This is an optimization exercise on Yosys and OpenROAD, whose aim is small area, not a production implementation.
Only simulation tests tie the RTL to the original design; equivalence was not proved. The clock port is modelled as an ideal driver; clocking choices that lean on that would not hold on a real chip.

Setup of trial 55:
==> module UART_RX, before the edit <==
module UART_RX (
	input			clk,
	input			a_resetn,
	input			b_tick,
	input			rx,
	input		[1:0]	parity,
	input			rd,
	output	reg	[7:0]	rx_byte,
	output	wire		empty,
	output	wire		full
);
	localparam [3:0] S_PAR = 4'd0, S_STOP = 4'd1, S_IDLE = 4'd2, S_START = 4'd7, S_D7 = 4'd15;
	reg [3:0] st;
	reg [3:0] cnt;
	reg xb;	 
	reg bp;	 
	reg acc;
	reg ok;
	reg done;
	wire bit_end = b_tick && (cnt == 4'd15);
	wire in_data = st[3];
	always @(posedge clk or negedge a_resetn) begin
		if (!a_resetn) begin
			st <= S_IDLE;
			cnt <= 4'd8;
			done <= 1'b0;
		end else begin
			done <= (st == S_STOP) && bit_end && rx && ok;
			if (st == S_IDLE) begin
				cnt <= 4'd8;
				if (!rx) st <= S_START;
			end else if (b_tick) begin
				cnt <= cnt + 4'd1;
				if (cnt == 4'd15) begin
					if (st == S_D7 && parity == 2'b00) st <= S_STOP;
					else st <= st + 4'd1;
				end
			end
		end
	end
	always @(posedge clk) begin
		if ((st == S_D7) && bit_end) ok <= 1'b1;
		else if ((st == S_PAR) && bit_end) begin
			if (parity == 2'b01) ok <= acc ^ rx;
			else if (parity == 2'b10) ok <= !(acc ^ rx);
		end
	end
	always @(posedge clk) begin
		if (st == S_IDLE) acc <= 1'b0;
		else if (in_data && bit_end) acc <= acc ^ rx;
		if (in_data && bit_end) xb <= rx;
	end
	reg [4:0] hp, tp;
	reg e;
	reg [7:0] hbyte;	 
	reg hv;
	reg rdl;	 
	wire one = (hp == tp);
	wire [4:0] hp_inc = hp + 5'd1;
	assign empty = e;
	assign full = !e && (hp_inc == tp);
	wire push = done && !full;
	wire pop = rd && !e;
	wire we = bp && (tp == 5'd1);
	reg [255:0] ring;	 
	wire [7:0] din = we ? {xb, ring[255 -: 7]} : ring[255 -: 8];
	always @(posedge clk)
		ring <= {ring[247:0], din};
	wire [63:0] taps;
	genvar j;
	generate for (j = 0; j < 8; j = j + 1) begin : g_tap
		if (j == 0) assign taps[7:0] = din;
		else assign taps[8*j +: 8] = ring[32*j-8 +: 8];
	end endgenerate
	wire [2:0] sel = hp[4:2] + {2'b00, hp[1:0] == 2'b11};
	wire [7:0] tap = taps[8*sel +: 8];
	wire head_at_tap = (hp[1:0] == 2'b00);
	wire next_at_tap = (hp[1:0] == 2'b01);
	wire last_at_tap = (hp[1:0] == 2'b11);
	always @(posedge clk or negedge a_resetn) begin
		if (!a_resetn) begin
			hp <= 5'd0;
			tp <= 5'd1;
			e <= 1'b1;
			bp <= 1'b0;
			hv <= 1'b0;
			rdl <= 1'b0;
			rx_byte <= 8'd0;
		end else begin
			if (!pop) hp <= hp_inc;
			if (!push) tp <= tp + 5'd1;
			if (push) e <= 1'b0;
			else if (pop && one) e <= 1'b1;
			if (in_data && bit_end) bp <= 1'b1;
			else if (we) bp <= 1'b0;
			if (pop) hv <= next_at_tap;
			else if (head_at_tap) hv <= 1'b1;
			if (pop) begin
				if (hv) rx_byte <= hbyte;
				else if (head_at_tap) rx_byte <= tap;
				rdl <= !hv && !head_at_tap;
			end else if (rdl && last_at_tap) begin
				rx_byte <= tap;
				rdl <= 1'b0;
			end
		end
	end
	always @(posedge clk)
		if (pop ? next_at_tap : (head_at_tap && (!hv || e))) hbyte <= tap;
endmodule
==> module UART_TX, before the edit <==
module UART_TX (
	input			clk,
	input			a_resetn,
	input			b_tick,
	input			wr,
	input		[7:0]	w_data,
	input		[1:0]	parity,
	output	wire	[7:0]	tx_byte,
	output	wire		empty,
	output	wire		full,
	output	reg		tx
);
	reg [1:0] hk, tk;	 
	reg [2:0] hd, td;
	reg e;
	wire pop;
	wire [2:0] hd_inc = hd + 3'd1;
	wire [2:0] td_inc = td + 3'd1;
	wire one = (hk == tk) && (hd == td);
	assign empty = e;
	assign full = !e && (hk == tk + 2'd1) && (td == ((tk == 2'd3) ? hd_inc : hd));
	wire push = wr && !full;
	always @(posedge clk or negedge a_resetn) begin
		if (!a_resetn) begin
			hk <= 2'd0;
			hd <= 3'd0;
			tk <= 2'd3;
			td <= 3'd1;
			e <= 1'b1;
		end else begin
			if (pop) hk <= hk + 2'd1;
			if (!(pop && hk == 2'd3)) hd <= hd_inc;
			if (push) tk <= tk + 2'd1;
			if (!(push && tk == 2'd3)) td <= td_inc;
			if (push) e <= 1'b0;
			else if (pop && one) e <= 1'b1;
		end
	end
	reg [7:0] hold_a, hold_b;
	always @(posedge clk)
		if (push && tk[0]) hold_a <= w_data;
	always @(posedge clk or negedge a_resetn)
		if (!a_resetn) hold_b <= 8'd0;
		else if (push && !tk[0]) hold_b <= w_data;
	assign tx_byte = tk[0] ? hold_b : hold_a;
	reg [255:0] ring;	 
	wire [31:0] din;	 
	wire busy;
	genvar k;
	generate for (k = 0; k < 4; k = k + 1) begin : g_ring
		wire we_new = (tk == k) && (td == 3'd0) && !(busy && full);
		wire we_old = (k == 3) ? (tk == 2'd0 && td == 3'd7) : (tk == k + 1 && td == 3'd0);
		assign din[8*k +: 8] = (we_new || we_old) ? (k[0] ? hold_b : hold_a) : ring[64*k+56 +: 8];
		always @(posedge clk)
			ring[64*k +: 64] <= {ring[64*k +: 56], din[8*k +: 8]};
	end endgenerate
	localparam [3:0] S_PAR = 4'd0, S_STOP = 4'd1, S_IDLE = 4'd2, S_START = 4'd7, S_D7 = 4'd15;
	reg [3:0] st;
	reg [3:0] cnt;
	reg get;
	reg nbit;	 
	reg [1:0] pbuf;
	reg pbit;
	assign pop = get;
	assign busy = (st != S_IDLE);
	wire bit_end = b_tick && (cnt == 4'd15);
	wire in_data = st[3];
	wire [1:0] sk = hk - 2'd1;
	wire spass = (hk == 2'd0) ? (hd == 3'd7) : (hd == 3'd0);
	wire [7:0] sbyte = din[8*sk +: 8];
	wire [2:0] nidx = st[2:0] + 3'd1;	 
	always @(posedge clk or negedge a_resetn) begin
		if (!a_resetn) begin
			st <= S_IDLE;
			cnt <= 4'd0;
			get <= 1'b0;
			tx <= 1'b1;
		end else begin
			get <= (st == S_IDLE) && b_tick && !e;
			if (st == S_IDLE) begin
				if (b_tick && !e) st <= S_START;
			end else if (b_tick) begin
				cnt <= cnt + 4'd1;
				if (cnt == 4'd15) begin
					if (st == S_D7 && pbuf == 2'b00) st <= S_STOP;
					else st <= st + 4'd1;
				end
			end
			case (st)
				S_START: tx <= 1'b0;
				S_PAR:	 tx <= (pbuf == 2'b11) ? tx : pbit;
				default: tx <= in_data ? ((cnt == 4'd0) ? nbit : tx) : 1'b1;
			endcase
		end
	end
	always @(posedge clk) begin
		if (st == S_IDLE) pbuf <= parity;
		if (st == S_START) pbit <= (pbuf == 2'b01);
		else if (in_data && bit_end) pbit <= pbit ^ tx;
		if (((st == S_START && !get) || (in_data && cnt != 4'd0)) && spass)
			nbit <= sbyte[nidx];
	end
endmodule
==> flow/config.mk <==
export PLATFORM = sky130hd
export DESIGN_NAME = AXI_LITE_UART
export DESIGN_NICKNAME = AXI_LITE_UART
export VERILOG_FILES = /design/flow/design.v
export SDC_FILE = /design/flow/constraint.sdc
export NUM_CORES = 4
export LEC_CHECK = 0
export CAP_MARGIN = 20
export CORE_MARGIN = 2
export CORE_UTILIZATION = 55
export CTS_BUF_LIST = sky130_fd_sc_hd__clkbuf_16
export CTS_CLUSTER_DIAMETER = 80
export CTS_CLUSTER_SIZE = 30
export PLACE_DENSITY = 0.8
export SLEW_MARGIN = 20
==> flow/constraint.sdc <==
create_clock -name core_clock -period 10.0 [get_ports {clk}]
set_input_delay 2.0000 -clock core_clock [delete_from_list [all_inputs] [get_ports {clk}]]
set_output_delay 2.0000 -clock core_clock [all_outputs]
set_load 0.01 [all_outputs]
standard.sh (not shown) runs the stock make flow with config.mk's settings and CLKGATE_MAP_FILE= SYNTH_SCRIPT=/design/flow/synth_recipe.tcl, a recipe that flattens the netlist after the stock synthesis.
==> flow/flow/run.sh <==
#!/bin/bash
# The standard layout (standard.sh), with two changes:
#  - the port buffers are the smallest buffer cell (buf_1) instead of the one
#    buffer_ports picks by default;
#  - clock tree synthesis does not add dummy loads.
# make's full output goes to layout.log; ORFS keeps each step's log under orfs/logs.
set -euo pipefail
export BUFFER_PORTS_ARGS="-buffer_cell sky130_fd_sc_hd__buf_1"
export CTS_ARGS="-sink_clustering_enable -repair_clock_nets -sink_clustering_size 30 -sink_clustering_max_diameter 80 -buf_list sky130_fd_sc_hd__clkbuf_16 -dont_use_dummy_load"
bash standard.sh > layout.log 2>&1
## Diff of input files: trial 21 against trial 55
--- a/flow/design.v
+++ b/flow/design.v
@@ -41,28 +41,32 @@
 );
 	localparam [3:0] S_PAR = 4'd0, S_STOP = 4'd1, S_IDLE = 4'd2, S_START = 4'd7, S_D7 = 4'd15;
 	reg [3:0] st;
 	reg [3:0] cnt;
+	function [3:0] cnt_next(input [3:0] c);
+		cnt_next = {c[2:0], c[3] ^ c[2] ^ (c[2:0] == 3'b000)};
+	endfunction
+	localparam [3:0] C_FIRST = 4'd0, C_MID = 4'd10, C_LAST = 4'd8;
 	reg xb;	 
 	reg bp;	 
 	reg acc;
 	reg ok;
 	reg done;
-	wire bit_end = b_tick && (cnt == 4'd15);
+	wire bit_end = b_tick && (cnt == C_LAST);
 	wire in_data = st[3];
 	always @(posedge clk or negedge a_resetn) begin
 		if (!a_resetn) begin
 			st <= S_IDLE;
-			cnt <= 4'd8;
+			cnt <= C_MID;
 			done <= 1'b0;
 		end else begin
 			done <= (st == S_STOP) && bit_end && rx && ok;
 			if (st == S_IDLE) begin
-				cnt <= 4'd8;
+				cnt <= C_MID;
 				if (!rx) st <= S_START;
 			end else if (b_tick) begin
-				cnt <= cnt + 4'd1;
-				if (cnt == 4'd15) begin
+				cnt <= cnt_next(cnt);
+				if (cnt == C_LAST) begin
 					if (st == S_D7 && parity == 2'b00) st <= S_STOP;
 					else st <= st + 4'd1;
 				end
 			end
@@ -197,49 +201,53 @@
 	end endgenerate
 	localparam [3:0] S_PAR = 4'd0, S_STOP = 4'd1, S_IDLE = 4'd2, S_START = 4'd7, S_D7 = 4'd15;
 	reg [3:0] st;
 	reg [3:0] cnt;
+	function [3:0] cnt_next(input [3:0] c);
+		cnt_next = {c[2:0], c[3] ^ c[2] ^ (c[2:0] == 3'b000)};
+	endfunction
+	localparam [3:0] C_FIRST = 4'd0, C_MID = 4'd10, C_LAST = 4'd8;
 	reg get;
 	reg nbit;	 
 	reg [1:0] pbuf;
 	reg pbit;
 	assign pop = get;
 	assign busy = (st != S_IDLE);
-	wire bit_end = b_tick && (cnt == 4'd15);
+	wire bit_end = b_tick && (cnt == C_LAST);
 	wire in_data = st[3];
 	wire [1:0] sk = hk - 2'd1;
 	wire spass = (hk == 2'd0) ? (hd == 3'd7) : (hd == 3'd0);
 	wire [7:0] sbyte = din[8*sk +: 8];
 	wire [2:0] nidx = st[2:0] + 3'd1;	 
 	always @(posedge clk or negedge a_resetn) begin
 		if (!a_resetn) begin
 			st <= S_IDLE;
-			cnt <= 4'd0;
+			cnt <= C_FIRST;
 			get <= 1'b0;
 			tx <= 1'b1;
 		end else begin
 			get <= (st == S_IDLE) && b_tick && !e;
 			if (st == S_IDLE) begin
 				if (b_tick && !e) st <= S_START;
 			end else if (b_tick) begin
-				cnt <= cnt + 4'd1;
-				if (cnt == 4'd15) begin
+				cnt <= cnt_next(cnt);
+				if (cnt == C_LAST) begin
 					if (st == S_D7 && pbuf == 2'b00) st <= S_STOP;
 					else st <= st + 4'd1;
 				end
 			end
 			case (st)
 				S_START: tx <= 1'b0;
 				S_PAR:	 tx <= (pbuf == 2'b11) ? tx : pbit;
-				default: tx <= in_data ? ((cnt == 4'd0) ? nbit : tx) : 1'b1;
+				default: tx <= in_data ? ((cnt == C_FIRST) ? nbit : tx) : 1'b1;
 			endcase
 		end
 	end
 	always @(posedge clk) begin
 		if (st == S_IDLE) pbuf <= parity;
 		if (st == S_START) pbit <= (pbuf == 2'b01);
 		else if (in_data && bit_end) pbit <= pbit ^ tx;
-		if (((st == S_START && !get) || (in_data && cnt != 4'd0)) && spass)
+		if (((st == S_START && !get) || (in_data && cnt != C_FIRST)) && spass)
 			nbit <= sbyte[nidx];
 	end
 endmodule
 `timescale 1ns/1ps
Notes after the runs:
Trial 21: share of the clock period used by the worst path 4.4 points below trial 55
The higher wire length of the first global-routing pass came out of trial 21.
Relative to trial 55, average wire per standard cell increased by about 0.5% in trial 21.
STATUS post-layout worst setup margin: trial 21 wins against trial 55
There was hardly any difference in met1 wire length between trial 55 and trial 21.

-- separate check: timing with driven ports --
In the flow no input, the clock included, has a driving cell. The finished layouts below were timed again as built, in two steps. Step 1 (the two cells are an assumption about what drives the block):
set clk [get_ports {clk}]
set_driving_cell -lib_cell sky130_fd_sc_hd__clkbuf_16 $clk
set_driving_cell -lib_cell sky130_fd_sc_hd__buf_2 [delete_from_list [all_inputs] $clk]
Step 2 times the ports against the registers' clock, not the clock port: input delays grow and output delays shrink by t, the midpoint of the rising clock arrivals with the driver on. Three values: ideal ports, drivers, drivers and shift; two values: the first two.
run	shift t [ns]	slack for setup (ns)	worst register clock-pin slew, ns
trial 55	0.591	4.543 / 4.496 / 5.088	0.11 / 0.11
trial 21	0.587	4.984 / 4.935 / 5.382	0.11 / 0.11
After both steps every run listed still meets setup and hold.
